What follows belongs to an exercise in optimizing a design on an open flow for small area and a short achievable clock period; a production flow would make more cautious choices.
Where RTL was checked, it was by simulation tests only, not by an equivalence proof against the original.
For runs 1 to 4, only the layout was checked, not whether the RTL still works.
Power figures rest on the tool's default switching activity, not on a simulated workload.

--- flow/run.sh ---
#!/bin/bash
# synth_recipe.tcl (not shown) runs the flow's synth.tcl, then flattens the netlist and writes it again
# the make line also repeats each setting of config.mk as NAME=value (left out here)
make -C /OpenROAD-flow-scripts/flow DESIGN_CONFIG=/design/flow/config.mk WORK_HOME=/design/flow/orfs CLKGATE_MAP_FILE= SYNTH_SCRIPT=/design/flow/synth_recipe.tcl finish
--- flow/config.mk ---
export PLATFORM = sky130hd
export DESIGN_NAME = TopModule
export DESIGN_NICKNAME = TopModule
export VERILOG_FILES = /design/flow/design.v
export SDC_FILE = /design/flow/constraint.sdc
export NUM_CORES = 4
export LEC_CHECK = 0
export CAP_MARGIN = 20
export CORE_MARGIN = 2
export CORE_UTILIZATION = 40
export SETUP_SLACK_MARGIN = 4.5
export SLEW_MARGIN = 20
--- flow/constraint.sdc ---
create_clock -name core_clock -period 7.0 [get_ports {clk}]
set_input_delay 1.4000 -clock core_clock [delete_from_list [all_inputs] [get_ports {clk}]]
set_output_delay 1.4000 -clock core_clock [all_outputs]
set_load 0.01 [all_outputs]
--- flow/design.v ---
`timescale 1ns / 1ps
module mul_csa (
    input  [7:0] A,
    input  [9:0] A3,
    input  [7:0] B,
    output [15:0] s,
    output [14:0] t
);
    wire [9:0] a1 = {2'b0, A};
    wire [9:0] a2 = {1'b0, A, 1'b0};
    wire [9:0] p0, p1, p2, p3;
    wire [1:0] d0 = B[1:0];
    assign p0 = ({10{d0 == 2'd1}} & a1) | ({10{d0 == 2'd2}} & a2) |
                ({10{d0 == 2'd3}} & A3);
    wire [1:0] d1 = B[3:2];
    assign p1 = ({10{d1 == 2'd1}} & a1) | ({10{d1 == 2'd2}} & a2) |
                ({10{d1 == 2'd3}} & A3);
    wire [1:0] d2 = B[5:4];
    assign p2 = ({10{d2 == 2'd1}} & a1) | ({10{d2 == 2'd2}} & a2) |
                ({10{d2 == 2'd3}} & A3);
    wire [1:0] d3 = B[7:6];
    assign p3 = ({10{d3 == 2'd1}} & a1) | ({10{d3 == 2'd2}} & a2) |
                ({10{d3 == 2'd3}} & A3);
    wire hs0 = p0[6] ^ p1[4];
    wire hc0 = p0[6] & p1[4];
    wire fs0 = p0[7] ^ p1[5] ^ p2[3];
    wire fc0 = (p0[7] & p1[5]) | (p0[7] & p2[3]) | (p1[5] & p2[3]);
    wire fs1 = p0[8] ^ p1[6] ^ p2[4];
    wire fc1 = (p0[8] & p1[6]) | (p0[8] & p2[4]) | (p1[6] & p2[4]);
    wire fs2 = p0[9] ^ p1[7] ^ p2[5];
    wire fc2 = (p0[9] & p1[7]) | (p0[9] & p2[5]) | (p1[7] & p2[5]);
    wire hs1 = p1[8] ^ p2[6];
    wire hc1 = p1[8] & p2[6];
    wire hs2 = p1[9] ^ p2[7];
    wire hc2 = p1[9] & p2[7];
    wire hs3 = p0[4] ^ p1[2];
    wire hc3 = p0[4] & p1[2];
    wire fs3 = p0[5] ^ p1[3] ^ p2[1];
    wire fc3 = (p0[5] & p1[3]) | (p0[5] & p2[1]) | (p1[3] & p2[1]);
    wire fs4 = p2[2] ^ p3[0] ^ hs0;
    wire fc4 = (p2[2] & p3[0]) | (p2[2] & hs0) | (p3[0] & hs0);
    wire fs5 = p3[1] ^ hc0 ^ fs0;
    wire fc5 = (p3[1] & hc0) | (p3[1] & fs0) | (hc0 & fs0);
    wire fs6 = p3[2] ^ fc0 ^ fs1;
    wire fc6 = (p3[2] & fc0) | (p3[2] & fs1) | (fc0 & fs1);
    wire fs7 = p3[3] ^ fc1 ^ fs2;
    wire fc7 = (p3[3] & fc1) | (p3[3] & fs2) | (fc1 & fs2);
    wire fs8 = p3[4] ^ hs1 ^ fc2;
    wire fc8 = (p3[4] & hs1) | (p3[4] & fc2) | (hs1 & fc2);
    wire fs9 = p3[5] ^ hc1 ^ hs2;
    wire fc9 = (p3[5] & hc1) | (p3[5] & hs2) | (hc1 & hs2);
    wire fs10 = p2[8] ^ p3[6] ^ hc2;
    wire fc10 = (p2[8] & p3[6]) | (p2[8] & hc2) | (p3[6] & hc2);
    wire hs4 = p2[9] ^ p3[7];
    wire hc4 = p2[9] & p3[7];
    assign s[0] = p0[0];
    assign s[1] = p0[1];
    assign s[2] = p0[2];
    assign s[3] = p0[3];
    assign s[4] = p2[0];
    assign s[5] = hc3;
    assign s[6] = fc3;
    assign s[7] = fc4;
    assign s[8] = fc5;
    assign s[9] = fc6;
    assign s[10] = fc7;
    assign s[11] = fs9;
    assign s[12] = fs10;
    assign s[13] = hs4;
    assign s[14] = p3[8];
    assign s[15] = p3[9];
    assign t[0] = 1'b0;
    assign t[1] = 1'b0;
    assign t[2] = p1[0];
    assign t[3] = p1[1];
    assign t[4] = hs3;
    assign t[5] = fs3;
    assign t[6] = fs4;
    assign t[7] = fs5;
    assign t[8] = fs6;
    assign t[9] = fs7;
    assign t[10] = fs8;
    assign t[11] = fc8;
    assign t[12] = fc9;
    assign t[13] = fc10;
    assign t[14] = hc4;
endmodule
module pe (
    input clk,
    input [2:0] a,
    input [1:0] r,
    input [7:0] in1,
    input [7:0] filter,
    output reg [15:0] pe_out
);
    reg [7:0] A, B;
    reg [9:0] A3;
    reg [15:0] cs;
    reg [14:0] ct;
    wire [15:0] ms;
    wire [14:0] mt;
    mul_csa mul (.A(A), .A3(A3), .B(B), .s(ms), .t(mt));
    always @(posedge clk) begin
        if (r == 2'b00) begin
            A <= in1;
            A3 <= {2'b0, in1} + {1'b0, in1, 1'b0};
            B <= filter;
        end
        if (r == 2'b01)
            pe_out <= {{(16-16){1'b0}}, cs} + {{(16-15){1'b0}}, ct};
        case (a)
            3'b000: begin cs <= {{(16-8){1'b0}}, A};  ct <= {{(15-8){1'b0}}, B}; end
            3'b001: begin cs <= ms;         ct <= mt; end
            3'b010: begin cs <= {{(16-8){1'b0}}, A & B}; ct <= 0; end
            3'b011: begin cs <= {{(16-8){1'b0}}, A | B}; ct <= 0; end
            3'b100: begin cs <= {{(16-8){1'b0}}, ~A}; ct <= 0; end
            3'b101: begin cs <= {{(16-8){1'b0}}, ~B}; ct <= 0; end
            default: ;
        endcase
    end
endmodule
module TopModule (
    input clk,
    input [31:0] global_data,
    input [7:0] global_control,
    input [11:0] global_control2,
    input [31:0] global_filter,
    output [63:0] global_output
);
    genvar i;
    generate
        for (i = 0; i < 4; i = i + 1) begin : PE_INST
            pe pe_inst (
                .clk(clk),
                .a(global_control2[3*i +: 3]),
                .r(global_control[2*i +: 2]),
                .in1(global_data[8*i +: 8]),
                .filter(global_filter[8*i +: 8]),
                .pe_out(global_output[16*i +: 16])
            );
        end
    endgenerate
endmodule
==> results of run 1 <==
==> power by group <==
part	total (mW)	internal, mW	leakage (nW)	switching (mW)
sequential	2.23	2.12	2.89	0.118
clock	1.75	1.04	0.526	0.711
combinational	1.31	0.609	6.18	0.696
total	5.29	3.76	9.60	1.53
==> sequential cells by signal (all words and copies together) (netlist names) <==
| signal | flops |
|---|---|
| PE_INST.pe_inst.A3 | 40 |
| PE_INST.pe_inst.pe_out | 64 |
| PE_INST.pe_inst.ct | 60 |
| PE_INST.pe_inst.A | 28 |
| PE_INST.pe_inst.cs | 64 |
| PE_INST.pe_inst.B | 32 |
==> per-layer routing <==
| metal | vias up | routed length (um) | track usage, % |
|---|---|---|---|
| li1 | 7095 | - | - |
| met4 | 4 | 1391 | 7.699 |
| met1 | 7025 | 20630 | 23.56 |
| met2 | 407 | 22780 | 31.27 |
| met3 | 108 | 2411 | 3.292 |
| met5 | - | 17 | 0 |
==> per-stage QoR <==
| step | total power, mW | util (%) | std cells | hold WS (ps) |
|---|---|---|---|---|
| final | 5.288 | 49.38 | 2653 | 545.3 |
| after global routing | 5.570 | 49.37 | 2652 | 566.3 |
| after CTS | 5.292 | 48.43 | 2616 | 534.8 |
| after detailed placement | 3.481 | 44.94 | 2465 | 525.1 |
| after global placement | 3.467 | 44.93 | 2465 | 526.5 |
| after floorplan | 3.101 | - | 1812 | 512.8 |
==> final cells by class <==
cell class	count	area [um^2]
clock buffers	42	944.7
clock inverters	22	162.7
flip-flops and latches	288	8648
repair buffers	273	2115
multi-input cells	1300	10480
fillers	4303	24170
inverters	112	452.9
diodes	1	2.502
well taps	615	769.5
==> kinds of logic after synthesis <==
family | Yosys count
compound gates | 496
xor+xnor | 66
fa+ha+maj | 168
buf+inv | 224
flops | 288
mux | 143
simple gates | 427
==> repair_timing <==
action                                  CTS  global route
setup buffers                            87            36
hold buffers                              0             0
pin swaps                                10            59
endpoints found under the setup margin  373           130
resized for setup                       407           118
==> cells in the final DEF (no fill, tap or decap), types with 10 or more instances in the layout <==
master           Yosys  final
edfxtp_1           288    288
nor2_1             161    147
buf_4                0    118
nand2_1            116    111
a21oi_1            114    107
inv_1              109     93
ha_1               116     93
mux2_2              92     82
o21ai_0            101     81
buf_2                5     70
mux2i_1             51     51
a22o_1              49     49
xnor2_1             45     45
fa_1                52     42
clkdlybuf4s50_1      0     42
a21o_1              39     39
clkbuf_16            0     37
a22oi_1             41     35
a31oi_1             27     27
nor2b_1             39     25
and3_1              25     25
nor3_1              26     24
o21ai_1              7     22
xor2_1              21     21
ha_4                 0     21
a211oi_1            22     18
buf_6                0     17
o21a_1              14     13
clkinv_1             2     12
a221oi_1            11     11
nor3b_1             10     10
o22ai_1             10     10
mux2_4               0     10
fa_2                 0     10
==> worst paths after layout <==
path / from / endpoint / cells after the start
min: PE_INST[0].pe_inst.cs[0] / PE_INST[0].pe_inst.pe_out[0] / 1
max: PE_INST[2].pe_inst.pe_out[10] / global_output[42] / 1
min reg2reg: PE_INST[0].pe_inst.cs[0] / PE_INST[0].pe_inst.pe_out[0] / 1
max reg2reg: PE_INST[0].pe_inst.B[5] / PE_INST[0].pe_inst.ct[7] / 7
==> flow_metrics.py, run 1 <==
metrics = {
    "outcome": {
        "run_status": "timing/DRC/antenna clean",
    },
    "synthesis": {
        "synth_top_family_by_area": "compound AO/OA/AOI/OAI gates",
        "yosysUniqueCellTypes": 67,
        "syn_area_per_cell_um2": 10.68,
        "synth.cells.most_frequent": "edfxtp_1 (288), nor2_1 (161), ha_1 (116), nand2_1 (116), a21oi_1 (114)",
        "yosysWarnings": 1,
        "synth_area_um2": 19350,
        "synth.area.mux_share_pct": 7.994,
        "synthSimpleGateAreaFrac_pct": 10.13,
        "synthAdderAreaFrac_pct": 12.88,
        "synth_seq_area_share_pct": 44.70,
        "netlist_instances": 1812,
        "synth.most_common_cell": "edfxtp_1",
        "synth_top_area_share_pct": 44.70,
        "synthArstFlopShare_pct": 0,
        "yosysTopAreaCell": "edfxtp_1",
        "syn_nets": 2065,
        "synth_compound_area_share_pct": 16.93,
        "ys.flop_type": "edfxtp_1",
        "yosys-top-cells-area": "edfxtp_1 (45%), ha_1 (7.5%), fa_1 (5.4%)",
        "ys_seq_elements": 288,
        "synth_xor_area_share_pct": 2.988,
        "synth_edf_count": 288,
    },
    "final_layout": {
        "design_area_um2": 23580,
        "drive_gt1_share_pct": 23.61,
        "area_delta_synth_final_pct": 21.86,
        "layout.nets": 2264,
    },
    "critical_path": {
        "crit_path_end_kind": "output port",
        "critical-path-max-stage-delay_ps": 490,
        "cp_max_fo": 1,
        "critPathArrivalTime_ps": 1200,
        "critPathKind": "flop to output port",
        "cp_data_required_time_ps": 5600,
        "start_kind": "flop",
        "rrSetupSlack_ps": 4440,
        "crit_buf_inv": 1,
        "cp_cell_sequence": "buf_6",
        "crit_family": "flip-flops",
        "slowest_stage": "edfxtp_1",
    },
    "clock_tree": {
        "clockBufferDepth": 3,
        "clk_pin_slew_ps": 60,
        "cts_tree": "yes",
        "cts_sinks": 288,
        "cts_inserted_buffers": 36,
        "cts_max_level": 2,
        "clock_latency_ps": 540,
        "root_buffer": "clkbuf_16",
    },
    "timing": {
        "post-route-period-util_pct": 37.15,
        "worst_pin_slew_ps": 802.5,
        "tns_ps": 0,
        "min_period_ps": 2601,
        "setup_viol": 0,
        "drv_slew": 0,
        "relSlewSlack_pct": 46.26,
        "rsz0062_at_grt": "true",
        "skew_ps": 11.92,
        "fmax_mhz": 384.5,
        "timing.final.hold_violations": 0,
        "setup_ws_ps": 4399,
    },
    "global_route": {
        "grt_max_degree": 30,
        "grt_pass1_wl_um": 75500,
        "grt_pass1_vias": 14400,
        "antenna_found_initial": 4,
        "grt-ovfl-total": 0,
        "track_usage_pct": 18.56,
    },
    "place": {
        "io_buffers": 148,
        "postPlaceCellArea_um2": 21460,
        "place.gp.congestion": 0.8675,
        "hpwlAfterDp_um": 32430,
        "pre_cts_slack_ps": 3165,
    },
    "power_and_ir_drop": {
        "peakVddDrop_uv": 151.6,
        "p_leak_nw": 9.596,
        "power_density_nw_per_um2": 224.3,
    },
    "die": {
        "rows": 80,
        "core_um2": 47750,
        "fp.dieArea_um2": 50140,
        "die_h_um": 223.9,
        "pin_count": 149,
        "initial_utilization_pct": 40.52,
        "die_w_um": 223.9,
    },
    "detailed_routing": {
        "drt_iter0_drc": 1117,
        "viasPerCell": 5.518,
        "drt_wl_total_um": 47240,
        "postRouteAntennaNets": 0,
        "drt_first_pass_iters": 6,
        "drc": 0,
        "wl_per_cell_um": 17.80,
        "vias": 14640,
    },
    "worst_hold_path": {
        "hold_path_class": "flop to flop",
    },
    "job": {
        "drv_cap": 0,
    },
}
==> run 2: changes to the inputs <==
--- a/flow/config.mk
+++ b/flow/config.mk
@@ -8,5 +8,5 @@
 export CAP_MARGIN = 20
 export CORE_MARGIN = 2
 export CORE_UTILIZATION = 40
-export SETUP_SLACK_MARGIN = 4.5
+export SETUP_SLACK_MARGIN = 4.2
 export SLEW_MARGIN = 20
==> flow_metrics.py, run 2 <==
metrics = {
    "synthesis": {
        "synth_area_um2": 19350,
        "netlist_instances": 1812,
        "synthArstFlopShare_pct": 0,
        "yosysTopAreaCell": "edfxtp_1",
        "ys_seq_elements": 288,
        "ys.flop_type": "edfxtp_1",
        "yosys-top-cells-area": "edfxtp_1 (45%), ha_1 (7.5%), fa_1 (5.4%)",
        "syn_nets": 2065,
        "synth_seq_area_share_pct": 44.70,
        "yosysWarnings": 1,
        "syn_area_per_cell_um2": 10.68,
        "synth_edf_count": 288,
        "synth.most_common_cell": "edfxtp_1",
        "synth.cells.most_frequent": "edfxtp_1 (288), nor2_1 (161), ha_1 (116), nand2_1 (116), a21oi_1 (114)",
        "synth_top_area_share_pct": 44.70,
        "yosysUniqueCellTypes": 67,
    },
    "global_route": {
        "track_usage_pct": 17.39,
        "grt_pass1_wl_um": 71740,
        "antenna_found_initial": 1,
        "grt_max_degree": 30,
        "grt-ovfl-total": 0,
        "grt_pass1_vias": 13800,
    },
    "detailed_routing": {
        "drc": 0,
        "postRouteAntennaNets": 0,
        "drt_wl_total_um": 44030,
        "viasPerCell": 5.454,
        "vias": 14240,
        "wl_per_cell_um": 16.86,
        "drt_iter0_drc": 1059,
        "drt_first_pass_iters": 5,
    },
    "worst_hold_path": {
        "hold_path_class": "flop to flop",
        "hold_start": "PE_INST[3].pe_inst.cs[0]",
    },
    "die": {
        "die_h_um": 223.9,
        "pin_count": 149,
        "initial_utilization_pct": 40.52,
        "rows": 80,
        "die_w_um": 223.9,
        "fp.dieArea_um2": 50140,
        "core_um2": 47750,
    },
    "critical_path": {
        "cp_data_required_time_ps": 7270,
        "critical-path-max-stage-delay_ps": 270,
        "cp_max_fo": 4,
        "reg2reg_from": "PE_INST[0].pe_inst.B[3]",
        "crit_path_end_kind": "flop",
        "start_kind": "input port",
        "critPathKind": "input port to flop",
        "cp_cell_sequence": "dlygate4sd2_1, ha_2, buf_4, a21o_1, a21oi_2, o21ai_1, nor4_1, nor3_1, xor2_1",
        "critPathArrivalTime_ps": 3030,
        "startpoint": "global_data[9]",
        "slowest_stage": "dlygate4sd2_1",
    },
    "clock_tree": {
        "clock_latency_ps": 540,
        "root_buffer": "clkbuf_16",
        "cts_tree": "yes",
        "cts_max_level": 2,
        "cts_sinks": 288,
        "clockBufferDepth": 3,
        "clk_pin_slew_ps": 60,
        "cts_inserted_buffers": 35,
    },
    "timing": {
        "relSlewSlack_pct": 53.81,
        "setup_viol": 0,
        "drv_slew": 0,
        "rsz0062_at_grt": "false",
        "worst_pin_slew_ps": 691.2,
        "post-route-period-util_pct": 39.32,
        "min_period_ps": 2753,
        "fmax_mhz": 363.3,
        "skew_ps": 11.04,
        "timing.final.hold_violations": 0,
        "tns_ps": 0,
    },
    "place": {
        "io_buffers": 148,
        "hpwlAfterDp_um": 31170,
        "place.gp.congestion": 0.8906,
    },
    "final_layout": {
        "drive_gt1_share_pct": 14.54,
        "layout.nets": 2223,
        "area_delta_synth_final_pct": 18.76,
        "final_common_cell": "edfxtp_1",
        "final_cell_mix": "edfxtp_1 (288), nor2_1 (154), nand2_1 (113)",
        "reg.largest.list": "PE_INST.pe_inst.cs (64), PE_INST.pe_inst.pe_out (64), PE_INST.pe_inst.ct (60)",
        "fillers": 4323,
    },
    "power_and_ir_drop": {
        "p_leak_nw": 9.342,
        "finalPower_mw": 5.228,
        "power_density_nw_per_um2": 227.6,
        "peakVddDrop_uv": 137.6,
    },
    "outcome": {
        "run_status": "timing/DRC/antenna clean",
    },
    "job": {
        "drv_cap": 0,
    },
}
[run 2: cell count changes in the layout (fill, tap and decap cells not counted), sizes merged]
cell,change
buf,-121
clkdlybuf4s18,-1
clkdlybuf4s50,+15
clkdlybuf4s15,+3
inv,+2
dlymetal6s2s,-1
dlygate4sd2,+65
clkinvlp,-2
bufinv,+1
clkinv,-3
[run 2: area by class of cell]
| class | instances | area, um^2 | share of cell area, % |
|---|---|---|---|
| Sequential cell | 288 | 8648 | 37.64 |
| Antenna cell | 1 | 2.502 | 0.01089 |
| Multi-Input combinational cell | 1300 | 9981 | 43.44 |
| Timing Repair Buffer | 233 | 2009 | 8.746 |
| Clock buffer | 42 | 944.7 | 4.112 |
| Tap cell | 615 | 769.5 | 3.349 |
| Clock inverter | 20 | 180.2 | 0.7842 |
| Inverter | 112 | 439.2 | 1.912 |
[run 2: path summary, 6_finish.rpt]
kind / depth (start not counted) / slack, ps / to
hold reg to reg: 1 / 540 / PE_INST[3].pe_inst.pe_out[0]
setup reg to reg: 7 / 4310 / PE_INST[0].pe_inst.ct[7]
hold / removal: 1 / 540 / PE_INST[3].pe_inst.pe_out[0]
setup / recovery: 9 / 4250 / PE_INST[1].pe_inst.A3[8]
[run 2: per-stage QoR]
stage                     utilization, %  std cells  setup WS [ps]  instance area (um^2)  hold slack [ps]
after global routing               48.12       2611           4198                 22970            558.9
after CTS                          47.20       2554           4151                 22530            542.9
after global placement             44.57       2470           2913                 21280            531.5
after floorplan                        -       1812           4204                 19400            512.8
after detailed placement           44.58       2470           2802                 21280            529.4
final                              48.12       2611           4247                 22970            538.0
[run 2: cell families after synthesis]
kind of cell / Yosys count / share of synthesized area, %
DFF: 288 / 44.70
adders and majority gates: 168 / 12.88
AOI/OAI and AO/OA: 496 / 16.93
and+or+nand+nor: 427 / 10.13
buffers and inverters: 224 / 4.378
muxes: 143 / 7.994
xor gates and xnor gates: 66 / 2.988
[run 2: report_power, final]
| group | internal [mW] | switching (mW) |
|---|---|---|
| clock network | 1.07 | 0.703 |
| registers | 2.12 | 0.134 |
| logic | 0.566 | 0.638 |
| total | 3.75 | 1.47 |
[run 2: what timing repair did]
action | CTS | global route
buffers inserted | 22 | 56
gates resized for setup | 114 | 31
gates cloned | 0 | 0
hold buffers | 0 | 0
pin swaps | 6 | 4
endpoints found under the setup margin | 307 | 120
[run 2: worst max-delay path, delay by kind of cell]
family / cells / cell delay [ps]
compound gates: 3 / 460
buf+inv: 2 / 400
simple gates: 2 / 390
fa+ha+maj: 1 / 210
xor+xnor: 1 / 160
[run 2: metal layers]
metal  share of wire, %  GRT usage, %  up-vias  routed length (um)
li1                   -             -     7001                   -
met1                 44         22.26     6758               19310
met2                 49         29.92      407               21390
met3                5.0         2.623       75                2218
met4                2.5         6.237        0                1116
met5                  0             0        -                   0
==> run 3: changes to the inputs <==
--- a/flow/config.mk
+++ b/flow/config.mk
@@ -8,5 +8,7 @@
 export CAP_MARGIN = 20
 export CORE_MARGIN = 2
 export CORE_UTILIZATION = 40
-export SETUP_SLACK_MARGIN = 4.2
+export CTS_BUF_LIST = sky130_fd_sc_hd__clkbuf_8
+export CTS_CLUSTER_SIZE = 30
+export SETUP_SLACK_MARGIN = 4.5
 export SLEW_MARGIN = 20
==> flow_metrics.py, run 3 <==
metrics = {
    "global_route": {
        "use_met1_pct": 23.35,
        "grt_use_met3_pct": 3.437,
        "grt.met2_usage_pct": 31.21,
        "grt-ovfl-total": 0,
        "track_usage_pct": 18.48,
        "grt_pass1_vias": 14390,
        "top_usage_layer": "met2",
        "antenna_found_initial": 5,
        "grt_pass1_wl_um": 75230,
        "grt_max_degree": 30,
    },
    "detailed_routing": {
        "viasPerCell": 5.478,
        "drt_iter0_drc": 1058,
        "drt_first_pass_iters": 6,
        "wl_per_cell_um": 17.70,
        "drt_wl_total_um": 47350,
        "vias": 14650,
        "postRouteAntennaNets": 0,
        "drc": 0,
    },
    "synthesis": {
        "ys.flop_type": "edfxtp_1",
        "syn_area_per_cell_um2": 10.68,
        "syn_nets": 2065,
        "ys_seq_elements": 288,
        "yosysTopAreaCell": "edfxtp_1",
        "synth_compound_area_share_pct": 16.93,
        "synth.most_common_cell": "edfxtp_1",
        "synth_top_area_share_pct": 44.70,
        "synthAdderAreaFrac_pct": 12.88,
        "synth_seq_area_share_pct": 44.70,
        "synth.cells.most_frequent": "edfxtp_1 (288), nor2_1 (161), ha_1 (116), nand2_1 (116), a21oi_1 (114)",
        "synth_area_um2": 19350,
        "yosysWarnings": 1,
        "synth_top_family_by_area": "compound AO/OA/AOI/OAI gates",
        "synthSimpleGateAreaFrac_pct": 10.13,
        "netlist_instances": 1812,
        "synth_edf_count": 288,
        "synthArstFlopShare_pct": 0,
        "synth.area.mux_share_pct": 7.994,
        "synth_xor_area_share_pct": 2.988,
        "yosys-top-cells-area": "edfxtp_1 (45%), ha_1 (7.5%), fa_1 (5.4%)",
        "yosysUniqueCellTypes": 67,
    },
    "final_layout": {
        "area_delta_synth_final_pct": 20.69,
        "design_area_um2": 23350,
        "reg.largest.list": "PE_INST.pe_inst.cs (64), PE_INST.pe_inst.pe_out (64), PE_INST.pe_inst.ct (60)",
        "drive_gt1_share_pct": 23.90,
        "final_cell_mix": "edfxtp_1 (288), nor2_1 (150), buf_4 (115)",
        "layout.nets": 2277,
        "fin_util_pct": 48.90,
        "final_common_cell": "edfxtp_1",
    },
    "timing": {
        "post-route-period-util_pct": 38.49,
        "relSlewSlack_pct": 43.23,
        "worst_pin_slew_ps": 847.7,
        "drv_slew": 0,
        "skew_ps": 22.84,
        "min_period_ps": 2694,
        "tns_ps": 0,
        "fmax_mhz": 371.2,
        "timing.final.hold_violations": 0,
        "rsz0062_at_grt": "true",
        "whs_ps": 551.2,
        "setup_viol": 0,
    },
    "die": {
        "die_w_um": 223.9,
        "rows": 80,
        "die_h_um": 223.9,
        "pin_count": 149,
        "initial_utilization_pct": 40.52,
        "fp.dieArea_um2": 50140,
        "core_um2": 47750,
    },
    "outcome": {
        "run_status": "timing/DRC/antenna clean",
    },
    "critical_path": {
        "r2r_cells": 7,
        "rrSetupSlack_ps": 4450,
        "start_kind": "flop",
        "crit_family": "flip-flops",
        "reg2reg_from": "PE_INST[2].pe_inst.B[2]",
        "cp_max_fo": 1,
        "slowest_stage": "edfxtp_1",
        "crit_buf_inv": 1,
        "crit_path_end_kind": "output port",
        "critical-path-max-stage-delay_ps": 490,
        "critPathKind": "flop to output port",
        "cp_cell_sequence": "buf_6",
        "critPathArrivalTime_ps": 1290,
        "cp_data_required_time_ps": 5600,
        "r2r-end": "PE_INST[2].pe_inst.ct[9]",
    },
    "clock_tree": {
        "clock_latency_ps": 620,
        "cts_tree": "yes",
        "clk_pin_slew_ps": 60,
        "clockBufferDepth": 3,
        "cts_sinks": 288,
        "cts_inserted_buffers": 51,
        "root_buffer": "clkbuf_8",
        "cts_max_level": 2,
        "cts_hold_buf": 0,
    },
    "worst_hold_path": {
        "hold_start": "PE_INST[0].pe_inst.cs[0]",
        "holdPathStages": 1,
        "hold_end": "PE_INST[0].pe_inst.pe_out[0]",
        "hold_path_class": "flop to flop",
    },
    "power_and_ir_drop": {
        "finalPower_mw": 5.056,
        "p_leak_nw": 9.548,
        "peakVddDrop_uv": 122.3,
        "power_density_nw_per_um2": 216.6,
    },
    "job": {
        "drv_cap": 0,
    },
    "place": {
        "place.gp.congestion": 0.8675,
        "postPlaceCellArea_um2": 21460,
        "io_buffers": 148,
        "hpwlAfterDp_um": 32430,
    },
}
==> run 3: cell count changes in the layout (fill, tap and decap cells not counted), sizes merged, moves of 2 or more <==
cell,previous run,this run
dlygate4sd2,74,5
clkdlybuf4s15,5,8
inv,107,116
clkinvlp,7,9
clkinv,15,20
buf,87,198
clkdlybuf4s50,57,48
clkbuf,47,59
==> run 3: area by class of cell <==
class,count,area (um^2)
multi-input cells,1300,10440
diodes,1,2.502
clock buffers,51,701.9
repair buffers,271,2069
inverters,112,445.4
fillers,4353,24400
well taps,615,769.5
flip-flops and latches,288,8648
clock inverters,37,271.5
==> run 3: worst max path at each step <==
stage	start	to	slack, ps	cells past startpoint
2_1_floorplan	global_data[0]	PE_INST[0].pe_inst.A3[9]	4260	9
3_3_place_gp	global_control2[0]	PE_INST[0].pe_inst.cs[3]	3230	7
3_5_place_dp	global_control2[0]	PE_INST[0].pe_inst.cs[3]	3170	6
4_1_cts	PE_INST[2].pe_inst.pe_out[10]	global_output[42]	4240	1
5_1_grt	PE_INST[2].pe_inst.pe_out[9]	global_output[41]	4250	1
6_report	PE_INST[2].pe_inst.pe_out[10]	global_output[42]	4310	1
==> run 3: cell families (layout without fill, tap and decap cells) <==
| group | after synthesis | count (layout) |
|---|---|---|
| compound gates | 496 | 496 |
| xor+xnor | 66 | 66 |
| fa+ha+maj | 168 | 168 |
| buf+inv | 224 | 471 |
| flops | 288 | 288 |
| mux | 143 | 143 |
| other cells | 0 | 1 |
| simple gates | 427 | 427 |
==> run 3: timing repair <==
item	in CTS	in global routing
pin swaps	2	45
setup buffers	76	44
endpoints found under the setup margin	310	175
gates resized for setup	361	110
cloned	0	1
==> run 3: per-layer routing <==
metal,up-vias,wire length [um]
li1,7116,-
met1,6951,20420
met2,471,22760
met3,110,2687
met4,6,1459
met5,-,31
==> run 3: power breakdown <==
| group | switching [mW] | internal, mW |
|---|---|---|
| combinational | 0.695 | 0.604 |
| sequential | 0.118 | 2.12 |
| clock | 0.698 | 0.825 |
==> run 3: through the flow <==
stage | setup slack (ps) | std cells
5_1_grt | 4251 | 2675
4_1_cts | 4239 | 2629
6_report | 4306 | 2675
3_3_place_gp | 3234 | 2465
2_1_floorplan | 4259 | 1812
3_5_place_dp | 3165 | 2465
==> run 4: changes to the inputs <==
--- a/flow/config.mk
+++ b/flow/config.mk
@@ -7,8 +7,6 @@
 export LEC_CHECK = 0
 export CAP_MARGIN = 20
 export CORE_MARGIN = 2
-export CORE_UTILIZATION = 40
-export CTS_BUF_LIST = sky130_fd_sc_hd__clkbuf_8
-export CTS_CLUSTER_SIZE = 30
+export CORE_UTILIZATION = 60
 export SETUP_SLACK_MARGIN = 4.5
 export SLEW_MARGIN = 20
==> flow_metrics.py, run 4 <==
metrics = {
    "place": {
        "io_buffers": 148,
        "place.gp.congestion": 0.9133,
        "hpwlAfterDp_um": 30440,
    },
    "timing": {
        "relSlewSlack_pct": 50.42,
        "fmax_mhz": 394.2,
        "whs_ps": 547.0,
        "min_period_ps": 2537,
        "timing.final.hold_violations": 0,
        "tns_ps": 0,
        "post-route-period-util_pct": 36.24,
        "worst_pin_slew_ps": 740.3,
        "setup_viol": 0,
        "rsz0062_at_grt": "true",
        "skew_ps": 10.34,
        "drv_slew": 0,
    },
    "worst_hold_path": {
        "holdPathStages": 1,
        "hold_end": "PE_INST[0].pe_inst.pe_out[0]",
        "hold_path_class": "flop to flop",
        "hold_start": "PE_INST[0].pe_inst.cs[0]",
    },
    "clock_tree": {
        "cts_inserted_buffers": 34,
        "clk_pin_slew_ps": 60,
        "root_buffer": "clkbuf_16",
        "cts_sinks": 288,
        "cts_max_level": 2,
        "cts_hold_buf": 0,
        "clock_latency_ps": 510,
        "cts_tree": "yes",
        "clockBufferDepth": 3,
    },
    "synthesis": {
        "synthArstFlopShare_pct": 0,
        "synth_xor_area_share_pct": 2.988,
        "synth_seq_area_share_pct": 44.70,
        "yosysUniqueCellTypes": 67,
        "synth_compound_area_share_pct": 16.93,
        "synth_area_um2": 19350,
        "yosysTopAreaCell": "edfxtp_1",
        "synthSimpleGateAreaFrac_pct": 10.13,
        "synth.cells.most_frequent": "edfxtp_1 (288), nor2_1 (161), ha_1 (116), nand2_1 (116), a21oi_1 (114)",
        "ys.flop_type": "edfxtp_1",
        "synth.area.mux_share_pct": 7.994,
        "synth_edf_count": 288,
        "synth_top_area_share_pct": 44.70,
        "syn_nets": 2065,
        "synth_top_family_by_area": "compound AO/OA/AOI/OAI gates",
        "syn_area_per_cell_um2": 10.68,
        "synthAdderAreaFrac_pct": 12.88,
        "netlist_instances": 1812,
        "yosysWarnings": 1,
        "ys_seq_elements": 288,
        "yosys-top-cells-area": "edfxtp_1 (45%), ha_1 (7.5%), fa_1 (5.4%)",
        "synth.most_common_cell": "edfxtp_1",
    },
    "detailed_routing": {
        "drc": 0,
        "drt_wl_total_um": 45550,
        "wl_per_cell_um": 18.78,
        "drt_first_pass_iters": 7,
        "drt_iter0_drc": 1221,
        "viasPerCell": 6.092,
        "postRouteAntennaNets": 0,
        "vias": 14780,
    },
    "critical_path": {
        "reg2reg_from": "PE_INST[1].pe_inst.B[1]",
        "start_kind": "flop",
        "crit_path_end_kind": "flop",
        "critPathKind": "flop to flop",
        "rrSetupSlack_ps": 4460,
        "critPathArrivalTime_ps": 2790,
        "r2r-end": "PE_INST[1].pe_inst.ct[7]",
        "cp_max_fo": 3,
        "r2r_cells": 7,
        "cp_data_required_time_ps": 7250,
    },
    "final_layout": {
        "final_cell_mix": "edfxtp_1 (288), nor2_1 (148), nand2_1 (109)",
        "reg.largest.list": "PE_INST.pe_inst.cs (64), PE_INST.pe_inst.pe_out (64), PE_INST.pe_inst.ct (60)",
        "layout.nets": 2252,
        "multi_input_area_um2": 10500,
        "fillers": 2206,
        "final_common_cell": "edfxtp_1",
        "regArea_um2": 8648,
        "drive_gt1_share_pct": 23.73,
        "area_delta_synth_final_pct": 20.44,
    },
    "power_and_ir_drop": {
        "finalPower_mw": 5.395,
        "power_density_nw_per_um2": 231.5,
        "peakVddDrop_uv": 187.0,
        "p_leak_nw": 9.624,
    },
    "global_route": {
        "grt_pass1_vias": 14500,
        "grt_pass1_wl_um": 72390,
        "track_usage_pct": 26.42,
        "antenna_found_initial": 1,
        "grt_max_degree": 30,
        "grt-ovfl-total": 0,
    },
    "outcome": {
        "run_status": "timing/DRC/antenna clean",
    },
    "job": {
        "drv_cap": 0,
    },
    "die": {
        "die_h_um": 183.6,
        "initial_utilization_pct": 61.15,
        "core_um2": 31640,
        "die_w_um": 183.6,
        "pin_count": 149,
        "rows": 65,
        "fp.dieArea_um2": 33700,
    },
}
-- run 4: final cells by class --
class	instances	area share (%)
Tap cell	402	2.159
Sequential cell	288	37.12
Multi-Input combinational cell	1300	45.06
Clock inverter	21	1.106
Timing Repair Buffer	263	8.608
Clock buffer	39	4.006
Antenna cell	1	0.01074
Inverter	112	1.938
-- run 4: worst max path at each step --
stage / from / end / slack (ps) / cells after the start
2_1_floorplan: global_data[0] / PE_INST[0].pe_inst.A3[9] / 4260 / 9
3_3_place_gp: global_control2[6] / PE_INST[2].pe_inst.cs[3] / 3270 / 6
3_5_place_dp: global_control2[8] / PE_INST[2].pe_inst.cs[1] / 3190 / 5
4_1_cts: global_control2[0] / PE_INST[0].pe_inst.cs[3] / 4370 / 7
5_1_grt: PE_INST[1].pe_inst.B[1] / PE_INST[1].pe_inst.ct[7] / 4380 / 7
6_report: PE_INST[1].pe_inst.B[1] / PE_INST[1].pe_inst.ct[7] / 4460 / 7
-- run 4: per-stage QoR --
step,utilization (%),worst slack (ps),cell area [um^2],cells
4_1_cts,72.20,4375,22840,2392
6_report,73.65,4463,23300,2426
3_3_place_gp,66.96,3270,21180,2252
5_1_grt,73.65,4380,23300,2426
3_5_place_dp,67.00,3192,21200,2253
2_1_floorplan,-,4259,19710,1812
-- run 4: power by group --
group	leakage (nW)	switching (mW)	internal, mW	total (mW)
sequential	2.89	0.120	2.12	2.24
clock	0.577	0.682	1.18	1.86
combinational	6.16	0.697	0.603	1.30
total	9.62	1.50	3.90	5.39
-- run 4: cell families (layout without fill, tap and decap cells) --
group / count (synthesis) / after routing
other cells: 0 / 1
simple gates: 427 / 427
buf+inv: 224 / 435
xor+xnor: 66 / 66
fa+ha+maj: 168 / 168
mux: 143 / 143
flops: 288 / 288
compound gates: 496 / 496
-- run 4: per-layer routing --
layer	part of all wire, %	track usage, %
met5	0	0
met4	3.7	11.46
met3	7.1	4.338
met2	50	46.54
met1	40	32.09
-- run 4: critical path, stage by stage, from the launching register on --
cell and delay, ps:
edfxtp_1 440, buf_6 150, mux2_2 350, a22oi_2 180, fa_1 460, inv_2 80, fa_1 390, a32o_1 240
-- run 4: repair_timing --
action                     CTS  global route
setup endpoints to repair  377           118
pin swaps                   25            47
buffers inserted            79            33
gates resized for setup    416           114
==> run 5: changes to the inputs <==
--- a/flow/design.v
+++ b/flow/design.v
@@ -1,7 +1,7 @@
 `timescale 1ns / 1ps
 module mul_csa (
     input  [7:0] A,
-    input  [9:0] A3,
+    input  [9:1] A3,
     input  [7:0] B,
     output [15:0] s,
     output [14:0] t
@@ -11,16 +11,16 @@
     wire [9:0] p0, p1, p2, p3;
     wire [1:0] d0 = B[1:0];
     assign p0 = ({10{d0 == 2'd1}} & a1) | ({10{d0 == 2'd2}} & a2) |
-                ({10{d0 == 2'd3}} & A3);
+                ({10{d0 == 2'd3}} & {A3, A[0]});
     wire [1:0] d1 = B[3:2];
     assign p1 = ({10{d1 == 2'd1}} & a1) | ({10{d1 == 2'd2}} & a2) |
-                ({10{d1 == 2'd3}} & A3);
+                ({10{d1 == 2'd3}} & {A3, A[0]});
     wire [1:0] d2 = B[5:4];
     assign p2 = ({10{d2 == 2'd1}} & a1) | ({10{d2 == 2'd2}} & a2) |
-                ({10{d2 == 2'd3}} & A3);
+                ({10{d2 == 2'd3}} & {A3, A[0]});
     wire [1:0] d3 = B[7:6];
     assign p3 = ({10{d3 == 2'd1}} & a1) | ({10{d3 == 2'd2}} & a2) |
-                ({10{d3 == 2'd3}} & A3);
+                ({10{d3 == 2'd3}} & {A3, A[0]});
     wire hs0 = p0[6] ^ p1[4];
     wire hc0 = p0[6] & p1[4];
     wire fs0 = p0[7] ^ p1[5] ^ p2[3];
@@ -94,7 +94,7 @@
     output reg [15:0] pe_out
 );
     reg [7:0] A, B;
-    reg [9:0] A3;
+    reg [9:1] A3;      
     reg [15:0] cs;
     reg [14:0] ct;
     wire [15:0] ms;
@@ -103,7 +103,7 @@
     always @(posedge clk) begin
         if (r == 2'b00) begin
             A <= in1;
-            A3 <= {2'b0, in1} + {1'b0, in1, 1'b0};
+            A3 <= in1[7:1] + in1;
             B <= filter;
         end
         if (r == 2'b01)
==> flow_metrics.py, run 5 <==
metrics = {
    "outcome": {
        "run_status": "timing/DRC/antenna clean",
    },
    "timing": {
        "worst_pin_slew_ps": 783.2,
        "timing.final.hold_violations": 0,
        "setup_viol": 0,
        "skew_ps": 18.65,
        "setup_ws_ps": 4419,
        "fmax_mhz": 387.4,
        "tns_ps": 0,
        "drv_slew": 0,
        "relSlewSlack_pct": 47.55,
        "rsz0062_at_grt": "true",
        "whs_ps": 539.8,
        "post-route-period-util_pct": 36.87,
        "min_period_ps": 2581,
    },
    "synthesis": {
        "yosys-top-cells-area": "edfxtp_1 (45%), ha_1 (7.6%), fa_1 (5.4%)",
        "syn_area_per_cell_um2": 10.75,
        "yosysUniqueCellTypes": 64,
        "synth.cells.most_frequent": "edfxtp_1 (288), nor2_1 (157), a21oi_1 (119)",
        "yosysTopAreaCell": "edfxtp_1",
        "synth.most_common_cell": "edfxtp_1",
        "yosysWarnings": 1,
        "synthArstFlopShare_pct": 0,
        "synth_edf_count": 288,
        "synth_area_um2": 19200,
        "syn_nets": 2038,
        "ys_seq_elements": 288,
        "ys.flop_type": "edfxtp_1",
        "synth_top_area_share_pct": 45.05,
        "synth_seq_area_share_pct": 45.05,
        "netlist_instances": 1785,
    },
    "power_and_ir_drop": {
        "peakVddDrop_uv": 241.8,
        "finalPower_mw": 5.147,
        "p_leak_nw": 9.265,
        "power_density_nw_per_um2": 225.5,
    },
    "final_layout": {
        "fillers": 2326,
        "final_cell_mix": "edfxtp_1 (288), nor2_1 (142), a21oi_1 (110)",
        "reg.largest.list": "PE_INST.pe_inst.cs (64), PE_INST.pe_inst.pe_out (64), PE_INST.pe_inst.ct (60)",
        "final_common_cell": "edfxtp_1",
        "layout.nets": 2205,
        "drive_gt1_share_pct": 22.56,
        "stdcell_count": 2380,
        "area_delta_synth_final_pct": 18.89,
    },
    "critical_path": {
        "crit_family": "flip-flops",
        "critPathArrivalTime_ps": 1180,
        "cp_data_required_time_ps": 5600,
        "crit_buf_inv": 1,
        "crit_path_end_kind": "output port",
        "critPathKind": "flop to output port",
        "slowest_stage": "edfxtp_1",
        "critical-path-max-stage-delay_ps": 470,
        "cp_cell_sequence": "buf_6",
        "cp_max_fo": 1,
        "start_kind": "flop",
    },
    "place": {
        "place.gp.congestion": 0.9005,
        "pre_cts_slack_ps": 3028,
        "placed_cells": 2226,
        "io_buffers": 148,
        "hpwlAfterDp_um": 30380,
    },
    "global_route": {
        "grt-ovfl-total": 0,
        "track_usage_pct": 26.21,
        "grt_pass1_wl_um": 71650,
        "antenna_found_initial": 0,
        "grt_pass1_vias": 14310,
        "grt_max_degree": 29,
    },
    "clock_tree": {
        "root_buffer": "clkbuf_16",
        "cts_inserted_buffers": 31,
        "cts_tree": "yes",
        "clockBufferDepth": 3,
        "cts_max_level": 1,
        "clock_latency_ps": 570,
        "cts_sinks": 288,
        "clk_pin_slew_ps": 60,
    },
    "die": {
        "initial_utilization_pct": 60.84,
        "rows": 65,
        "die_h_um": 182.9,
        "core_um2": 31560,
        "fp.dieArea_um2": 33440,
        "die_w_um": 182.9,
        "pin_count": 149,
    },
    "job": {
        "drv_cap": 0,
    },
    "detailed_routing": {
        "drt_iter0_drc": 1235,
        "wl_per_cell_um": 18.55,
        "viasPerCell": 6.084,
        "drc": 0,
        "drt_first_pass_iters": 5,
        "drt_wl_total_um": 44140,
        "postRouteAntennaNets": 0,
        "vias": 14480,
    },
    "worst_hold_path": {
        "hold_path_class": "flop to flop",
    },
}
run 5: cell count changes in the layout (fill, tap and decap cells not counted), moves of 7 or more:
cell     previous run  this run
nand3_1             7        18
xnor2_1            43        51
inv_1              90        72
buf_2              78        68
a22o_1             49        36
mux2i_1            51        67
buf_4             104        88
nand2_1           109       102
mux2_2             78        69
mux2_4             14         6
run 5: metrics by stage:
stage	cell area (um^2)	utilization, %
global placement	20990	66.51
global route	22820	72.32
CTS	22470	71.21
detailed placement	20990	66.51
finish	22820	72.33
floorplan	19480	-
run 5: path summary, 6_finish.rpt:
path,start,endpoint,slack (ps),cells after the start
worst max-delay path,PE_INST[1].pe_inst.pe_out[1],global_output[17],4420,1
worst min-delay path,PE_INST[2].pe_inst.cs[0],PE_INST[2].pe_inst.pe_out[0],540,1
worst max register to register,PE_INST[3].pe_inst.B[3],PE_INST[3].pe_inst.ct[7],4460,6
worst min register to register,PE_INST[2].pe_inst.cs[0],PE_INST[2].pe_inst.pe_out[0],540,1
run 5: final cells by class:
type	instances	area (um^2)	area share [%]
well taps	402	503.0	2.204
flip-flops and latches	288	8648	37.89
clock buffers	39	805.8	3.530
multi-input cells	1285	10300	45.13
diodes	1	2.502	0.01096
clock inverters	19	214.0	0.9374
inverters	101	415.4	1.820
repair buffers	245	1936	8.480
run 5: kinds of logic after synthesis:
group	share of synthesized area [%]
AO/OA/AOI/OAI	16.94
multiplexers	7.893
flip-flops	45.05
adder cells (fa/ha/maj)	12.98
AND/OR/NAND/NOR	9.568
buffers and inverters	4.236
XOR/XNOR	3.330
run 5: power by group:
part | switching (mW) | internal (mW)
clock network | 0.667 | 0.964
logic | 0.694 | 0.586
registers | 0.120 | 2.12
total | 1.48 | 3.67
run 5: timing repair:
item,4_1_cts,5_1_grt
cloned,1,0
hold endpoints to repair,0,0
endpoints found under the setup margin,407,164
hold buffers,0,0
pin swaps,16,41
resized for setup,428,82
setup buffers,70,24
run 5: layer usage:
layer | up-vias | routed length [um] | track usage (%)
li1 | 6923 | - | -
met1 | 6906 | 17820 | 32.75
met2 | 551 | 22160 | 46.90
met3 | 99 | 2723 | 3.773
met4 | 0 | 1440 | 8.768
met5 | - | 0 | 0
==> run 6: changes to the inputs <==
--- a/flow/config.mk
+++ b/flow/config.mk
@@ -5,8 +5,11 @@
 export SDC_FILE = /design/flow/constraint.sdc
 export NUM_CORES = 4
 export LEC_CHECK = 0
+export ABC_AREA = 1
 export CAP_MARGIN = 20
 export CORE_MARGIN = 2
 export CORE_UTILIZATION = 60
+export CTS_CLUSTER_DIAMETER = 150
+export CTS_CLUSTER_SIZE = 28
 export SETUP_SLACK_MARGIN = 4.5
 export SLEW_MARGIN = 20
==> flow_metrics.py, run 6 <==
metrics = {
    "critical_path": {
        "cp_cell_sequence": "clkbuf_2",
        "slowest_stage": "edfxtp_1",
        "crit_buf_inv": 1,
        "critical-path-max-stage-delay_ps": 500,
        "cp_data_required_time_ps": 5600,
        "crit_family": "flip-flops",
        "start_kind": "flop",
        "crit_path_end_kind": "output port",
        "cp_max_fo": 1,
        "critPathArrivalTime_ps": 1170,
        "critPathKind": "flop to output port",
    },
    "synthesis": {
        "syn_area_per_cell_um2": 8.614,
        "synth.cells.most_frequent": "nand2_1 (596), inv_1 (400), edfxtp_1 (288)",
        "ys_seq_elements": 288,
        "synth_edf_count": 288,
        "synth.area.mux_share_pct": 0,
        "syn_nets": 2469,
        "synthSimpleGateAreaFrac_pct": 19.90,
        "synthArstFlopShare_pct": 0,
        "synth_area_um2": 19090,
        "netlist_instances": 2216,
        "synth_xor_area_share_pct": 2.019,
        "synth_top_area_share_pct": 45.31,
        "synth.most_common_cell": "nand2_1",
        "yosysWarnings": 1,
        "synth_compound_area_share_pct": 11.09,
        "synth_seq_area_share_pct": 45.31,
        "yosys-top-cells-area": "edfxtp_1 (45%), nand2_1 (12%), inv_1 (7.9%)",
        "synthAdderAreaFrac_pct": 13.06,
        "synth_top_family_by_area": "simple AND/OR/NAND/NOR gates",
        "yosysTopAreaCell": "edfxtp_1",
        "ys.flop_type": "edfxtp_1",
        "yosysUniqueCellTypes": 36,
    },
    "clock_tree": {
        "root_buffer": "clkbuf_16",
        "clk_pin_slew_ps": 110,
        "cts_sinks": 288,
        "cts_hold_buf": 0,
        "cts_max_level": 1,
        "clock_latency_ps": 500,
        "cts_tree": "yes",
        "cts_inserted_buffers": 14,
        "clockBufferDepth": 3,
    },
    "detailed_routing": {
        "postRouteAntennaNets": 0,
        "viasPerCell": 5.736,
        "drt_iter0_drc": 1381,
        "drt_first_pass_iters": 7,
        "drt_wl_total_um": 47350,
        "drc": 0,
        "vias": 16210,
        "wl_per_cell_um": 16.76,
    },
    "timing": {
        "worst_pin_slew_ps": 741.6,
        "rsz0062_at_grt": "true",
        "skew_ps": 17.38,
        "timing.final.hold_violations": 0,
        "setup_ws_ps": 4426,
        "relSlewSlack_pct": 50.51,
        "min_period_ps": 2574,
        "setup_viol": 0,
        "drv_slew": 0,
        "tns_ps": 0,
        "fmax_mhz": 388.6,
        "post-route-period-util_pct": 36.77,
    },
    "die": {
        "core_um2": 31470,
        "initial_utilization_pct": 60.65,
        "fp.dieArea_um2": 33260,
        "die_w_um": 182.4,
        "pin_count": 149,
        "die_h_um": 182.4,
        "rows": 65,
    },
    "final_layout": {
        "drive_gt1_share_pct": 12.88,
        "area_delta_synth_final_pct": 16.86,
        "reg.largest.list": "PE_INST.pe_inst.cs (64), PE_INST.pe_inst.pe_out (64), PE_INST.pe_inst.ct (60)",
        "final_common_cell": "nand2_1",
        "layout.nets": 2676,
        "final_cell_mix": "nand2_1 (562), inv_1 (376), edfxtp_1 (288)",
        "fillers": 2424,
    },
    "job": {
        "drv_cap": 0,
    },
    "power_and_ir_drop": {
        "p_leak_nw": 10.35,
        "power_density_nw_per_um2": 195.2,
        "peakVddDrop_uv": 223.1,
    },
    "place": {
        "place.gp.congestion": 0.9827,
        "pre_cts_slack_ps": 3597,
        "hpwlAfterDp_um": 35730,
        "io_buffers": 148,
    },
    "global_route": {
        "grt_max_degree": 29,
        "grt_pass1_vias": 15260,
        "grt_pass1_wl_um": 74230,
        "track_usage_pct": 27.44,
        "antenna_found_initial": 1,
        "grt-ovfl-total": 0,
    },
    "outcome": {
        "run_status": "timing/DRC/antenna clean",
    },
    "worst_hold_path": {
        "hold_path_class": "flop to flop",
    },
}
run 6: changes by cell type after synthesis, sizes merged, moves of 54 or more:
cell    delta
o221ai    +54
nand3     +76
clkbuf    -75
mux2i     -67
nand2    +487
inv      +306
mux2      -75
o22ai     +74
run 6: logic make-up after synthesis:
| group | Yosys count |
|---|---|
| buffers and inverters | 430 |
| DFF | 288 |
| adders and majority gates | 168 |
| AOI/OAI and AO/OA | 340 |
| and+or+nand+nor | 946 |
| xor gates and xnor gates | 44 |
run 6: layout make-up:
type	instances	area (um^2)	area share, %
clock inverter	1	20.02	0.08975
sequential	288	8648	38.77
multi-input combinational	1499	9614	43.10
antenna	1	2.502	0.01122
clock buffer	15	375.4	1.683
tap	402	503.0	2.255
timing repair buffer	213	1608	7.208
inverter	407	1535	6.882
run 6: worst register-to-register path, delay by kind of cell, from the launching register on:
kind	cells	cell delay [ps]
AOI/OAI and AO/OA	1	140
DFF	1	520
adders and majority gates	2	1100
buffers and inverters	2	170
and+or+nand+nor	3	360
run 6: path summary, 6_finish.rpt:
path | slack [ps] | end | depth (start not counted) | startpoint
max reg2reg | 4500 | PE_INST[3].pe_inst.ct[9] | 8 | PE_INST[3].pe_inst.B[3]
min | 550 | PE_INST[3].pe_inst.pe_out[0] | 1 | PE_INST[3].pe_inst.cs[0]
min reg2reg | 550 | PE_INST[3].pe_inst.pe_out[0] | 1 | PE_INST[3].pe_inst.cs[0]
max | 4430 | global_output[48] | 1 | PE_INST[3].pe_inst.pe_out[0]
run 6: report_power, final:
group / total [mW] / internal (mW) / leakage (nW) / switching (mW)
clock network: 0.913 / 0.394 / 0.195 / 0.519
registers: 2.21 / 2.11 / 2.90 / 0.0977
logic: 1.23 / 0.473 / 7.25 / 0.761
run 6: layer usage:
metal | vias to the layer above | global-route usage (%) | share of wire, %
li1 | 7799 | - | -
met4 | 0 | 10.81 | 3.9
met2 | 780 | 50.29 | 50
met5 | - | 0 | 0
met1 | 7481 | 33.24 | 39
met3 | 151 | 2.894 | 6.7
run 6: through the flow:
step / util, % / hold WS [ps] / area, um^2 / std cells / power [mW]
detailed placement: 67.20 / 540.3 / 21150 / 2745 / 3.402
global route: 70.87 / 592.4 / 22310 / 2826 / 4.580
global placement: 67.20 / 525.4 / 21150 / 2745 / 3.373
finish: 70.87 / 548.8 / 22310 / 2826 / 4.354
CTS: 69.06 / 566.5 / 21740 / 2784 / 4.304
floorplan: - / 512.8 / 19270 / 2216 / 2.997
run 6: timing repair:
action	in CTS	in global routing
buffers inserted	22	41
endpoints found under the setup margin	277	129
resized for setup	361	96
cloned	1	0
pin swaps	4	10
==> run 7: changes to the inputs <==
--- a/flow/config.mk
+++ b/flow/config.mk
@@ -5,7 +5,6 @@
 export SDC_FILE = /design/flow/constraint.sdc
 export NUM_CORES = 4
 export LEC_CHECK = 0
-export ABC_AREA = 1
 export CAP_MARGIN = 20
 export CORE_MARGIN = 2
 export CORE_UTILIZATION = 60
==> flow_metrics.py, run 7 <==
metrics = {
    "outcome": {
        "run_status": "timing/DRC/antenna clean",
    },
    "global_route": {
        "grt_pass1_vias": 14180,
        "grt-ovfl-total": 0,
        "track_usage_pct": 25.97,
        "grt_max_degree": 29,
        "grt_pass1_wl_um": 70830,
        "antenna_found_initial": 0,
    },
    "critical_path": {
        "slowest_stage": "edfxtp_1",
        "crit_buf_inv": 1,
        "crit_family": "flip-flops",
        "cp_max_fo": 1,
        "cp_data_required_time_ps": 5600,
        "critPathKind": "flop to output port",
        "critPathArrivalTime_ps": 1140,
        "start_kind": "flop",
        "cp_cell_sequence": "buf_6",
        "rrSetupSlack_ps": 4470,
        "critical-path-max-stage-delay_ps": 480,
        "crit_path_end_kind": "output port",
    },
    "synthesis": {
        "syn_nets": 2038,
        "synth_top_area_share_pct": 45.05,
        "synth.most_common_cell": "edfxtp_1",
        "synthArstFlopShare_pct": 0,
        "syn_area_per_cell_um2": 10.75,
        "yosysWarnings": 1,
        "synth.cells.most_frequent": "edfxtp_1 (288), nor2_1 (157), a21oi_1 (119)",
        "yosysTopAreaCell": "edfxtp_1",
        "synth_compound_area_share_pct": 16.94,
        "synth_edf_count": 288,
        "synth_area_um2": 19200,
        "synth_top_family_by_area": "compound AO/OA/AOI/OAI gates",
        "synth_xor_area_share_pct": 3.331,
        "yosysUniqueCellTypes": 64,
        "synthSimpleGateAreaFrac_pct": 9.568,
        "ys.flop_type": "edfxtp_1",
        "netlist_instances": 1785,
        "synthAdderAreaFrac_pct": 12.98,
        "synth.area.mux_share_pct": 7.893,
        "synth_seq_area_share_pct": 45.05,
        "yosys-top-cells-area": "edfxtp_1 (45%), ha_1 (7.6%), fa_1 (5.4%)",
        "ys_seq_elements": 288,
    },
    "place": {
        "postPlaceCellArea_um2": 20990,
        "placed_cells": 2226,
        "hpwlAfterDp_um": 30380,
        "io_buffers": 148,
        "place.gp.congestion": 0.9005,
    },
    "final_layout": {
        "final_cell_mix": "edfxtp_1 (288), nor2_1 (143), buf_4 (110)",
        "area_delta_synth_final_pct": 16.31,
        "layout.nets": 2208,
        "final_common_cell": "edfxtp_1",
        "stdcell_count": 2357,
        "diodes": 0,
        "reg.largest.list": "PE_INST.pe_inst.cs (64), PE_INST.pe_inst.pe_out (64), PE_INST.pe_inst.ct (60)",
        "design_area_um2": 22330,
        "drive_gt1_share_pct": 22.35,
        "fin_util_pct": 70.76,
    },
    "die": {
        "rows": 65,
        "core_um2": 31560,
        "initial_utilization_pct": 60.84,
        "die_h_um": 182.9,
        "die_w_um": 182.9,
        "pin_count": 149,
        "fp.dieArea_um2": 33440,
    },
    "timing": {
        "worst_pin_slew_ps": 730.7,
        "timing.final.hold_violations": 0,
        "skew_ps": 25.50,
        "whs_ps": 552.9,
        "tns_ps": 0,
        "drv_slew": 0,
        "setup_viol": 0,
        "min_period_ps": 2539,
        "rsz0062_at_grt": "true",
        "fmax_mhz": 393.9,
        "post-route-period-util_pct": 36.27,
        "relSlewSlack_pct": 51.07,
    },
    "detailed_routing": {
        "postRouteAntennaNets": 0,
        "wl_per_cell_um": 18.60,
        "drt_first_pass_iters": 5,
        "drt_iter0_drc": 1173,
        "vias": 14490,
        "drc": 0,
        "viasPerCell": 6.149,
        "drt_wl_total_um": 43840,
    },
    "clock_tree": {
        "clk_pin_slew_ps": 100,
        "cts_inserted_buffers": 14,
        "clockBufferDepth": 3,
        "root_buffer": "clkbuf_16",
        "cts_sinks": 288,
        "cts_hold_buf": 0,
        "cts_max_level": 1,
        "cts_tree": "yes",
        "clock_latency_ps": 500,
    },
    "power_and_ir_drop": {
        "peakVddDrop_uv": 177.7,
        "p_leak_nw": 9.067,
        "power_density_nw_per_um2": 198.7,
    },
    "job": {
        "drv_cap": 0,
    },
    "worst_hold_path": {
        "hold_path_class": "flop to flop",
    },
}
-- run 7: cell types whose count changed in the layout (fill, tap and decap cells not counted), sizes merged, moves of 42 or more --
cell / before / now
mux2i: 0 / 67
o22ai: 85 / 11
buf: 127 / 200
nand2: 598 / 110
mux2: 0 / 75
o221ai: 55 / 1
inv: 407 / 94
o21ai: 69 / 111
nand3: 94 / 18
nor2: 202 / 157
-- run 7: final cells by class --
| type | instances | area (um^2) |
|---|---|---|
| clock buffers | 15 | 375.4 |
| fillers | 2392 | 9226 |
| well taps | 402 | 503.0 |
| inverters | 101 | 412.9 |
| clock inverters | 1 | 20.02 |
| repair buffers | 265 | 2054 |
| multi-input cells | 1285 | 10310 |
| flip-flops and latches | 288 | 8648 |
-- run 7: layer usage --
metal	track usage (%)	up-vias	wire length, um
met2	46.69	568	21910
met3	3.078	113	2460
met1	32.45	6916	17980
li1	-	6897	-
met5	0	-	0
met4	9.312	0	1494
-- run 7: cell families (layout without fill, tap and decap cells) --
logic type,after synthesis,count (layout)
DFF,288,288
adders and majority gates,168,168
AOI/OAI and AO/OA,494,494
muxes,142,142
buffers and inverters,212,382
xor gates and xnor gates,73,73
and+or+nand+nor,408,408
-- run 7: final timing paths --
check,from,endpoint,depth (start not counted)
max,PE_INST[1].pe_inst.pe_out[1],global_output[17],1
min,PE_INST[2].pe_inst.cs[0],PE_INST[2].pe_inst.pe_out[0],1
max reg2reg,PE_INST[1].pe_inst.B[5],PE_INST[1].pe_inst.ct[7],7
min reg2reg,PE_INST[2].pe_inst.cs[0],PE_INST[2].pe_inst.pe_out[0],1
-- run 7: what timing repair did --
action                     4_1_cts  5_1_grt
gates cloned                     1        0
buffers inserted                83       31
resized for setup              442       91
pin swaps                       27       41
setup endpoints to repair      413      142
-- run 7: through the flow --
| stage | total power, mW | setup WS, ps |
|---|---|---|
| after floorplan | 3.093 | 4259 |
| after detailed placement | 3.463 | 3028 |
| after global routing | 4.672 | 4398 |
| after CTS | 4.398 | 4368 |
| after global placement | 3.428 | 3091 |
| final | 4.437 | 4461 |
-- run 7: power by group --
group	total, mW	internal (mW)	switching [mW]
logic	1.29	0.593	0.698
clock network	0.916	0.394	0.522
registers	2.23	2.11	0.118
total	4.44	3.10	1.34
-- run 7: worst reg2reg max path, delay by kind of cell (launching register included) --
family	cells	cell delay, ps
muxes	1	230
buffers and inverters	2	250
AOI/OAI and AO/OA	2	280
adders and majority gates	2	1050
DFF	1	500
==> run 8: changes to the inputs <==
--- a/flow/config.mk
+++ b/flow/config.mk
@@ -10,5 +10,5 @@
 export CORE_UTILIZATION = 60
 export CTS_CLUSTER_DIAMETER = 150
 export CTS_CLUSTER_SIZE = 28
-export SETUP_SLACK_MARGIN = 4.5
+export SETUP_SLACK_MARGIN = 4.7
 export SLEW_MARGIN = 20
==> flow_metrics.py, run 8 <==
metrics = {
    "critical_path": {
        "slowest_stage": "edfxtp_1",
        "startpoint": "PE_INST[3].pe_inst.pe_out[4]",
        "start_kind": "flop",
        "crit_family": "flip-flops",
        "reg2reg_from": "PE_INST[3].pe_inst.B[1]",
        "rrSetupSlack_ps": 4480,
        "cp_max_fo": 1,
        "cp_cell_sequence": "buf_2",
        "critPathKind": "flop to output port",
        "critPathArrivalTime_ps": 1130,
        "r2r-end": "PE_INST[3].pe_inst.ct[7]",
        "cp_data_required_time_ps": 5600,
        "crit_path_end_kind": "output port",
        "critical-path-max-stage-delay_ps": 450,
        "r2r_cells": 6,
        "path_depth": 1,
        "crit_buf_inv": 1,
        "cp-endpoint": "global_output[52]",
    },
    "timing": {
        "skew_ps": 29.12,
        "timing.final.hold_violations": 0,
        "fmax_mhz": 395.9,
        "worst_pin_slew_ps": 582.7,
        "rsz0062_at_grt": "true",
        "drv_slew": 0,
        "setup_viol": 0,
        "relSlewSlack_pct": 61.15,
        "tns_ps": 0,
        "whs_ps": 570.6,
        "post-route-period-util_pct": 36.09,
        "min_period_ps": 2526,
    },
    "synthesis": {
        "synth_area_um2": 19200,
        "synthArstFlopShare_pct": 0,
        "synth_edf_count": 288,
        "yosysWarnings": 1,
        "ys.flop_type": "edfxtp_1",
        "synth_seq_area_share_pct": 45.05,
        "yosys-top-cells-area": "edfxtp_1 (45%), ha_1 (7.6%), fa_1 (5.4%)",
        "netlist_instances": 1785,
        "yosysTopAreaCell": "edfxtp_1",
        "syn_area_per_cell_um2": 10.75,
        "ys_seq_elements": 288,
        "yosysUniqueCellTypes": 64,
        "synth_top_area_share_pct": 45.05,
        "synth.cells.most_frequent": "edfxtp_1 (288), nor2_1 (157), a21oi_1 (119)",
        "syn_nets": 2038,
        "synth.most_common_cell": "edfxtp_1",
    },
    "power_and_ir_drop": {
        "p_leak_nw": 9.567,
        "peakVddDrop_uv": 237.5,
        "power_density_nw_per_um2": 192.9,
    },
    "final_layout": {
        "reg.largest.list": "PE_INST.pe_inst.cs (64), PE_INST.pe_inst.pe_out (64), PE_INST.pe_inst.ct (60)",
        "final_common_cell": "edfxtp_1",
        "fillers": 2153,
        "layout.nets": 2269,
        "area_delta_synth_final_pct": 23.22,
        "final_cell_mix": "edfxtp_1 (288), buf_4 (143), nor2_1 (132)",
        "drive_gt1_share_pct": 29.27,
    },
    "die": {
        "die_w_um": 182.9,
        "fp.dieArea_um2": 33440,
        "pin_count": 149,
        "die_h_um": 182.9,
        "rows": 65,
        "core_um2": 31560,
        "initial_utilization_pct": 60.84,
    },
    "detailed_routing": {
        "drt_iter0_drc": 1216,
        "viasPerCell": 6.124,
        "postRouteAntennaNets": 0,
        "wl_per_cell_um": 19.04,
        "drc": 0,
        "drt_wl_total_um": 46090,
        "drt_first_pass_iters": 6,
        "vias": 14820,
    },
    "clock_tree": {
        "cts_tree": "yes",
        "cts_max_level": 1,
        "clock_latency_ps": 510,
        "clk_pin_slew_ps": 110,
        "cts_sinks": 288,
        "clockBufferDepth": 3,
        "cts_inserted_buffers": 14,
        "root_buffer": "clkbuf_16",
    },
    "worst_hold_path": {
        "hold_path_class": "flop to flop",
        "holdPathStages": 1,
    },
    "global_route": {
        "grt_max_degree": 29,
        "antenna_found_initial": 2,
        "grt_pass1_wl_um": 72970,
        "track_usage_pct": 26.92,
        "grt-ovfl-total": 0,
        "grt_pass1_vias": 14320,
    },
    "outcome": {
        "run_status": "timing/DRC/antenna clean",
    },
    "place": {
        "place.gp.congestion": 0.8952,
        "io_buffers": 148,
        "hpwlAfterDp_um": 30070,
    },
    "job": {
        "drv_cap": 0,
    },
}
==> run 8: worst min-delay path by stage <==
stage / start / slack [ps] / to
2_1_floorplan: PE_INST[0].pe_inst.cs[0] / 510 / PE_INST[0].pe_inst.pe_out[0]
3_3_place_gp: PE_INST[1].pe_inst.cs[0] / 530 / PE_INST[1].pe_inst.pe_out[0]
3_5_place_dp: PE_INST[1].pe_inst.cs[0] / 530 / PE_INST[1].pe_inst.pe_out[0]
4_1_cts: PE_INST[1].pe_inst.cs[0] / 560 / PE_INST[1].pe_inst.pe_out[0]
5_1_grt: PE_INST[1].pe_inst.cs[15] / 600 / PE_INST[1].pe_inst.pe_out[15]
6_report: PE_INST[1].pe_inst.cs[15] / 570 / PE_INST[1].pe_inst.pe_out[15]
==> run 8: final cells by class <==
type                            instances  area, um^2  area share, %
Timing Repair Buffer                  322        2836          11.99
Clock buffer                           15       375.4          1.587
Sequential cell                       288        8648          36.56
Tap cell                              402       503.0          2.126
Antenna cell                            2       5.005        0.02116
Inverter                              101       452.9          1.915
Multi-Input combinational cell       1289       10810          45.71
Clock inverter                          1       20.02        0.08463
==> run 8: kinds of logic after synthesis <==
kind of cell / count (synthesis) / synth area share (%)
XOR/XNOR: 73 / 3.330
AO/OA/AOI/OAI: 494 / 16.94
buffers and inverters: 212 / 4.236
multiplexers: 142 / 7.893
flip-flops: 288 / 45.05
AND/OR/NAND/NOR: 408 / 9.568
adder cells (fa/ha/maj): 168 / 12.98
==> run 8: where the power goes <==
part	switching, mW	leakage, nW	internal, mW
registers	0.111	2.89	2.11
clock network	0.528	0.195	0.394
logic	0.750	6.48	0.670
total	1.39	9.57	3.18
==> run 8: routing by layer <==
| layer | vias to the layer above | GRT usage, % | wire length, um |
|---|---|---|---|
| li1 | 7041 | - | - |
| met1 | 7000 | 33.58 | 18080 |
| met2 | 641 | 48.44 | 23280 |
| met3 | 138 | 3.197 | 2951 |
| met4 | 0 | 9.632 | 1775 |
| met5 | - | 0 | 0 |
==> run 8: through the flow <==
step                utilization [%]  total power [mW]  area [um^2]  setup slack (ps)  instances
floorplan                         -             3.138        20100              4259       1785
global placement              67.47             3.451        21290              2875       2228
detailed placement            67.47             3.482        21290              2764       2228
CTS                           72.78             4.491        22970              4429       2371
global route                  74.96             4.793        23650              4435       2420
finish                        74.96             4.564        23650              4474       2420
==> run 8: repair_timing <==
action / 4_1_cts / 5_1_grt
gates resized for setup: 532 / 112
setup buffers: 118 / 46
endpoints found under the setup margin: 488 / 230
cloned: 9 / 1
hold buffers: 0 / 0
pin swaps: 64 / 70
hold endpoints to repair: 0 / 0

-- re-timing with driven ports --
In the flow no input, the clock included, has a driving cell. The finished layouts below were timed again as built, in two steps.
Step 1 (the two cells are an assumption about what drives the block):
set clk [get_ports {clk}]
set_driving_cell -lib_cell sky130_fd_sc_hd__clkbuf_16 $clk
set_driving_cell -lib_cell sky130_fd_sc_hd__buf_2 [delete_from_list [all_inputs] $clk]
Step 2 also shifts input and output timing later by t, the mid clock arrival at the registers, as if the neighbouring blocks saw the same clock.
Slacks: no drivers / after step 1 / after step 2; pairs: no drivers / after step 1.
run	t, ns	setup slack, ns	worst setup path at the end	worst data-port slew with drivers (ns)	pins driven straight from the clock port
run 1	0.582	4.399 / 4.349 / 3.941	input to register	0.09	1
run 2	0.591	4.247 / 4.249 / 3.658	input to register	0.07	1
run 3	0.664	4.306 / 4.257 / 3.871	input to register	0.09	1
run 4	0.553	4.463 / 4.419 / 3.934	input to register	0.11	1
run 5	0.613	4.419 / 4.366 / 3.867	input to register	0.10	1
run 6	0.546	4.426 / 4.375 / 4.000	input to register	0.06	1
run 7	0.541	4.461 / 4.410 / 3.981	input to register	0.10	1
run 8	0.552	4.474 / 4.420 / 3.961	input to register	0.11	1
After both steps setup and hold are still met in every run listed. The setup slack of run 2, which loses most, moves by +0.002 ns with the drivers and by -0.589 ns with both steps.
